From an optimization exercise on the open Yosys and OpenROAD flow, aimed at small area; shortcuts taken in it are not production practice.
The RTL was checked by simulation tests, not by an equivalence proof against the original design.
Power is estimated from default activity; no workload was simulated.

Design ddk_core, start of the top module:
module ddk_core(
        input   wire  SysClk,
        input   wire  SysRst,
        output  reg   RX1,
        input   wire  DataClk,
        input   wire  DataWe,
        input   wire  [15:0]  DATA,
        input   wire  [5:0]    CH3_IN,
        output  wire  [5:0]    CH3_OUT,
        output  wire  [5:0]    CH3_OE,
        input   wire  [5:0]    CH4_IN,
        output  wire  [5:0]    CH4_OUT,
        output  wire  [5:0]    CH4_OE,
        input   wire  [5:0]    CH5_IN,
        output  wire  [5:0]    CH5_OUT,
        output  wire  [5:0]    CH5_OE,
        input   wire  [5:0]    CH6_IN,
        output  wire  [5:0]    CH6_OUT,
        output  wire  [5:0]    CH6_OE,
        input   wire  [5:0]    CH7_IN,
        output  wire  [5:0]    CH7_OUT,
        output  wire  [5:0]    CH7_OE,
        input   wire  [5:0]    CH8_IN);
reg dirty, clean, stb;
always @(posedge SysClk) begin
  dirty <= DataClk;
  clean <= dirty;
  stb   <= clean ^ dirty;
end
wire [7:0] adr  = DATA[15:8];
wire [7:0] wdat = DATA[7:0];
wire [3:0] hi   = adr[7:4];
wire [3:0] lo   = adr[3:0];
wire       wr   = stb & DataWe;
reg rd1, valid;
always @(posedge SysClk) begin
  if (SysRst) begin
    rd1   <= 1'b0;
    valid <= 1'b0;
  end else begin
    rd1   <= stb & ~DataWe;
    valid <= rd1;
  end
end
reg       cg_en;
reg       div_clk;
reg [7:0] div;
reg [7:0] periods;
wire      clka = div_clk & cg_en;
always @(posedge SysClk) begin
  if (SysRst) begin
    div     <= 8'd0;
    cg_en   <= 1'b0;
    div_clk <= 1'b0;
    periods <= 8'd0;
  end else begin
    periods <= periods + 1'b1;
    if (periods == div) begin
      periods <= 8'd0;
      div_clk <= ~div_clk;
    end
    if (wr && hi == 4'h8 && lo == 4'h0)
      cg_en <= wdat[0];
    if (wr && hi == 4'h8 && lo == 4'h1) begin
      div     <= wdat;
      periods <= 8'd0;
    end
  end
end
reg  [29:0]  ch_data;
reg  [29:0]  ch_oe;
reg  [149:0] conf;
  ...
Settings: LEC_CHECK=0, CAP_MARGIN=20, CORE_MARGIN=2, CORE_UTILIZATION=40, CTS_BUF_LIST=sky130_fd_sc_hd__clkbuf_16, CTS_CLUSTER_SIZE=30, PLACE_DENSITY=0.6, SLEW_MARGIN=20; clock period 6.0 ns.
run.sh (not shown) runs the stock make flow with config.mk's settings and CLKGATE_MAP_FILE= SYNTH_SCRIPT=/design/flow/synth_recipe.tcl, a recipe that flattens the netlist after the stock synthesis.
The first run completed without violations.
Rerun with:
- CTS_BUF_LIST: sky130_fd_sc_hd__clkbuf_16 -> sky130_fd_sc_hd__clkbuf_8
- CTS_CLUSTER_SIZE: 30 -> 20
Effect: The new run finished with timing, DRC and antenna clean. Register-to-register slack hardly moves. Power drops by 2.1%. Sequential share of layout area stays flat. Via count climbs by 0.86%. Flip-flop and latch count is unchanged. Area after synthesis is unchanged.
Rerun with:
- CTS_BUF_LIST: sky130_fd_sc_hd__clkbuf_8 -> sky130_fd_sc_hd__clkbuf_16
- CTS_CLUSTER_DIAMETER: not set -> 100
- CTS_CLUSTER_SIZE: 20 -> 30
=> The new run passed the timing, design-rule and antenna checks; register-to-register slack barely changes; count of clock-buffer cells in the layout went down by 110; routed wire length went down by 1.9%; sequential power barely changes; synthesized area stays the same; clock skew went down by 0.015 ns; power went down by 15%; setup slack gets better by 0.0094 ns; worst hold slack gets better by 0.0073 ns; sequential share of layout area went up by 2.2 points; non-clock buffer count does not change.

---

ddk_core, a different RTL version from the one above (not shown whole).
Size: roughly 1900 cells after synthesis, roughly 22000 µm² of cells after synthesis.
Settings: LEC_CHECK=0, CAP_MARGIN=20, CORE_MARGIN=2, CORE_UTILIZATION=45, CTS_BUF_LIST=sky130_fd_sc_hd__clkbuf_16, CTS_CLUSTER_DIAMETER=100, CTS_CLUSTER_SIZE=28, PLACE_DENSITY=0.65, SLEW_MARGIN=20; clock period 6.0 ns.
standard.sh (not shown) runs the stock make flow with config.mk's settings and CLKGATE_MAP_FILE= SYNTH_SCRIPT=/design/flow/synth_recipe.tcl, a recipe that flattens the netlist after the stock synthesis.
==> flow/flow/run.sh <==
#!/bin/bash
# Standard ORFS layout, with the combinational logic of the standard synthesis re-mapped
# by ABC for area (registers untouched; the smallest of a few ABC scripts is kept) and the
# smallest buffer on the ports.
set -euo pipefail
W=$(pwd)
R=$W/orfs/results/$FLOW_PLATFORM/ddk_core/base
export LIB=$FLOW_HOME/platforms/$FLOW_PLATFORM/lib/sky130_fd_sc_hd__tt_025C_1v80.lib

# 1. standard synthesis
bash standard.sh synth > $W/1_synth_standard.log 2>&1
cp $R/1_2_yosys.v $W/1_2_yosys_standard.v

# 2. area re-mapping of the combinational logic
python3 flow/comb_lib.py $LIB $W/comb.lib > $W/comb_lib.log 2>&1
DU=""
for c in $(sed -n '/DONT_USE_CELLS/,/^$/p' $FLOW_HOME/platforms/$FLOW_PLATFORM/config.mk | grep -o 'sky130_fd_sc_hd__[a-z0-9_]*'); do DU="$DU -dont_use $c"; done
export DONT_USE_ARGS="$DU" COMB_LIB=$W/comb.lib NETLIST_IN=$W/1_2_yosys_standard.v
P="strash;dch;map -a;strash;dch;map -a;strash;&get -n"
SCRIPTS=()
for s in 0 42 7 13 21 77 3 99; do
  SCRIPTS+=("$P;&deepsyn -S $s -T 60;&put;dch;map -a;strash;&get -n;&deepsyn -S $s -T 60;&put;dch;map -a")
done
SCRIPTS+=("strash;dch;map -a;strash;dch;map -a")
# run the candidates 4 at a time
for i in "${!SCRIPTS[@]}"; do
  (
    export ABC_SCRIPT="${SCRIPTS[$i]}" NETLIST_OUT=$W/remap_$i.v STAT_OUT=$W/remap_stat_$i.txt
    yosys -c flow/remap.tcl > $W/remap_$i.log 2>&1 || true
  ) &
  if (( i % 4 == 3 )); then wait; fi
done
wait
best=""; best_area=""
for i in "${!SCRIPTS[@]}"; do
  if [[ -s $W/remap_$i.v && -s $W/remap_stat_$i.txt ]]; then
    a=$(grep -i "chip area" $W/remap_stat_$i.txt | grep -o '[0-9.]*$')
    echo "script $i (${SCRIPTS[$i]}): $a" >> $W/remap_choice.log
    if [[ -z "$best" ]] || python3 -c "import sys; sys.exit(0 if $a < $best_area else 1)"; then
      best=$i; best_area=$a
    fi
  fi
done
echo "chosen: $best ($best_area)" >> $W/remap_choice.log
cp $W/remap_$best.v $R/1_2_yosys.v
touch $R/1_2_yosys.v
rm -f $W/comb.lib

# 3. the rest of the standard flow on the re-mapped netlist
export BUFFER_PORTS_ARGS="-buffer_cell sky130_fd_sc_hd__buf_1"
bash standard.sh finish > $W/2_to_6_standard.log 2>&1
Other scripts of this flow, unchanged in this note and not shown: flow/flow/comb_lib.py, flow/flow/remap.tcl
The starting point completed with no timing, DRC or antenna violations.
Edit:
--- a/flow/flow/run.sh
+++ b/flow/flow/run.sh
@@ -19,6 +19,6 @@
 P="strash;dch;map -a;strash;dch;map -a;strash;&get -n"
 SCRIPTS=()
-for s in 0 42 7 13 21 77 3 99; do
-  SCRIPTS+=("$P;&deepsyn -S $s -T 60;&put;dch;map -a;strash;&get -n;&deepsyn -S $s -T 60;&put;dch;map -a")
+for s in 0 42 7 13 21 77 3 99 5 11 17 29; do
+  SCRIPTS+=("$P;&deepsyn -S $s -T 60;&put;dch;map -a")
 done
 SCRIPTS+=("strash;dch;map -a;strash;dch;map -a")
=> Hold slack gains 0.023 ns. Design area is about the same. Sequential power fell by about 2%. Critical path depth fell by 37. Setup slack loses 0.082 ns. Sequential cell count is unchanged. Sequential share of layout area fell by 0.19 points. Power fell by 1.1%. Count of clock-buffer cells in the layout is unchanged. Clock power rose by about 4%. Maximum frequency fell by 1.7%.
Edit:
--- a/flow/config.mk
+++ b/flow/config.mk
@@ -8,8 +8,8 @@
 export CAP_MARGIN = 20
 export CORE_MARGIN = 2
-export CORE_UTILIZATION = 45
+export CORE_UTILIZATION = 40
 export CTS_BUF_LIST = sky130_fd_sc_hd__clkbuf_16
 export CTS_CLUSTER_DIAMETER = 100
 export CTS_CLUSTER_SIZE = 28
-export PLACE_DENSITY = 0.65
+export PLACE_DENSITY = 0.6
 export SLEW_MARGIN = 20
Result: Clock skew came out lower by 0.0048 ns. Global-route usage shrinks by 2.5 points. Non-clock buffer count increases by 4. Critical path depth rises by 35.
Edit:
--- a/flow/flow/run.sh
+++ b/flow/flow/run.sh
@@ -1,5 +1,5 @@
 #!/bin/bash
 # Standard ORFS layout, with the combinational logic of the standard synthesis re-mapped
-# by ABC for area (registers untouched; the smallest of a few ABC scripts is kept) and the
+# by ABC for area (registers untouched; the smallest of a few seeded ABC runs is kept) and the
 # smallest buffer on the ports.
 set -euo pipefail
@@ -19,6 +19,6 @@
 P="strash;dch;map -a;strash;dch;map -a;strash;&get -n"
 SCRIPTS=()
-for s in 0 42 7 13 21 77 3 99 5 11 17 29; do
-  SCRIPTS+=("$P;&deepsyn -S $s -T 60;&put;dch;map -a")
+for s in 0 42 7 13 21 77 3 99; do
+  SCRIPTS+=("$P;&deepsyn -S $s -T 60;&put;dch;map -a;strash;&get -n;&deepsyn -S $s -T 60;&put;dch;map -a")
 done
 SCRIPTS+=("strash;dch;map -a;strash;dch;map -a")
--- a/flow/config.mk
+++ b/flow/config.mk
@@ -8,8 +8,8 @@
 export CAP_MARGIN = 20
 export CORE_MARGIN = 2
-export CORE_UTILIZATION = 40
+export CORE_UTILIZATION = 45
 export CTS_BUF_LIST = sky130_fd_sc_hd__clkbuf_16
 export CTS_CLUSTER_DIAMETER = 100
 export CTS_CLUSTER_SIZE = 28
-export PLACE_DENSITY = 0.6
+export PLACE_DENSITY = 0.65
 export SLEW_MARGIN = 20
After rerunning: The changed run completed with no timing, DRC or antenna violations; non-clock buffer count falls by 5; worst setup slack gets better by 0.053 ns; flip-flop and latch count stays the same; utilization rises by 5.3 points; routed wire length rises by 0.58%; total power rises by 1.0%.
Edit:
--- a/flow/flow/run.sh
+++ b/flow/flow/run.sh
@@ -1,5 +1,5 @@
 #!/bin/bash
 # Standard ORFS layout, with the combinational logic of the standard synthesis re-mapped
-# by ABC for area (registers untouched; the smallest of a few seeded ABC runs is kept) and the
+# by ABC for area (registers untouched; the smallest of a few ABC scripts is kept) and the
 # smallest buffer on the ports.
 set -euo pipefail
@@ -20,5 +20,5 @@
 SCRIPTS=()
 for s in 0 42 7 13 21 77 3 99; do
-  SCRIPTS+=("$P;&deepsyn -S $s -T 60;&put;dch;map -a;strash;&get -n;&deepsyn -S $s -T 60;&put;dch;map -a")
+  SCRIPTS+=("$P;&deepsyn -S $s -T 150;&put;dch;map -a")
 done
 SCRIPTS+=("strash;dch;map -a;strash;dch;map -a")
After rerunning: Clock skew is lower by 0.0046 ns. Total power drops slightly. Die area stays flat. Global-route usage went down by 1.3 points. Clock power goes up by a few percent. Sequential power decreases by a few percent. Wire length came out lower by a few percent. Setup slack is worse by 0.28 ns. Utilization went up by 0.16 points. Area after synthesis stays flat.
Edit:
--- a/flow/flow/run.sh
+++ b/flow/flow/run.sh
@@ -19,6 +19,6 @@
 P="strash;dch;map -a;strash;dch;map -a;strash;&get -n"
 SCRIPTS=()
-for s in 0 42 7 13 21 77 3 99; do
-  SCRIPTS+=("$P;&deepsyn -S $s -T 150;&put;dch;map -a")
+for s in 0 42 7 13 21 77 3 99 5 11 17 29 31 55 63 88 2 9 37 71; do
+  SCRIPTS+=("$P;&deepsyn -S $s -T 60;&put;dch;map -a")
 done
 SCRIPTS+=("strash;dch;map -a;strash;dch;map -a")
The changed run went through all stages and came out clean.
Cell count is unchanged.
Total power increases by 0.80%.
Wire length rises by 4.3%.
Critical path depth drops by 32.
Hold slack barely changes.
Clock-buffer cell count went down by 1.
Via count climbs by 1.4%.
Area after synthesis barely changes.
Die area is about the same.
First-iteration DRC count goes up by about 16%.
Synthesized cell count barely changes.

==> static timing again, ports no longer ideal <==
In the flow no input, the clock included, has a driving cell. The finished layouts below were timed again as built, in two steps. Step 1, drivers: a clkbuf_16 drives SysClk and a buf_2 each remaining input, both assumed. Step 2 times the ports against the registers' clock, not the clock port: input delays grow and output delays shrink by t, the midpoint of the rising clock arrivals with the driver on. Slacks: ideal ports / drivers / drivers and shift; pairs: ideal ports / drivers.
run | t, ns | slack for setup (ns) | latest minus earliest clock arrival (ns) | slew at the worst register clock pin (ns)
the first run of note 1 | 0.689 | 2.246 / 2.181 / 1.673 | 0.027 / 0.026 | 0.07 / 0.07
the second run of note 1 | 0.771 | 2.167 / 2.103 / 1.635 | 0.043 / 0.042 | 0.07 / 0.07
the third run of note 1 | 0.700 | 2.177 / 2.114 / 1.677 | 0.029 / 0.028 | 0.12 / 0.12
the first run of note 2 | 0.677 | 1.386 / 1.386 / 1.159 | 0.039 / 0.039 | 0.12 / 0.12
the second run of note 2 | 0.690 | 1.304 / 1.311 / 0.621 | 0.032 / 0.032 | 0.12 / 0.12
the third run of note 2 | 0.695 | 1.333 / 1.333 / 1.333 | 0.031 / 0.031 | 0.12 / 0.12
the fourth run of note 2 | 0.677 | 1.386 / 1.386 / 1.159 | 0.039 / 0.039 | 0.12 / 0.12
the fifth run of note 2 | 0.683 | 1.110 / 1.110 / 1.021 | 0.033 / 0.032 | 0.11 / 0.11
the sixth run of note 2 | 0.690 | 1.304 / 1.311 / 0.621 | 0.032 / 0.032 | 0.12 / 0.12
After both steps every run listed still meets setup and hold.
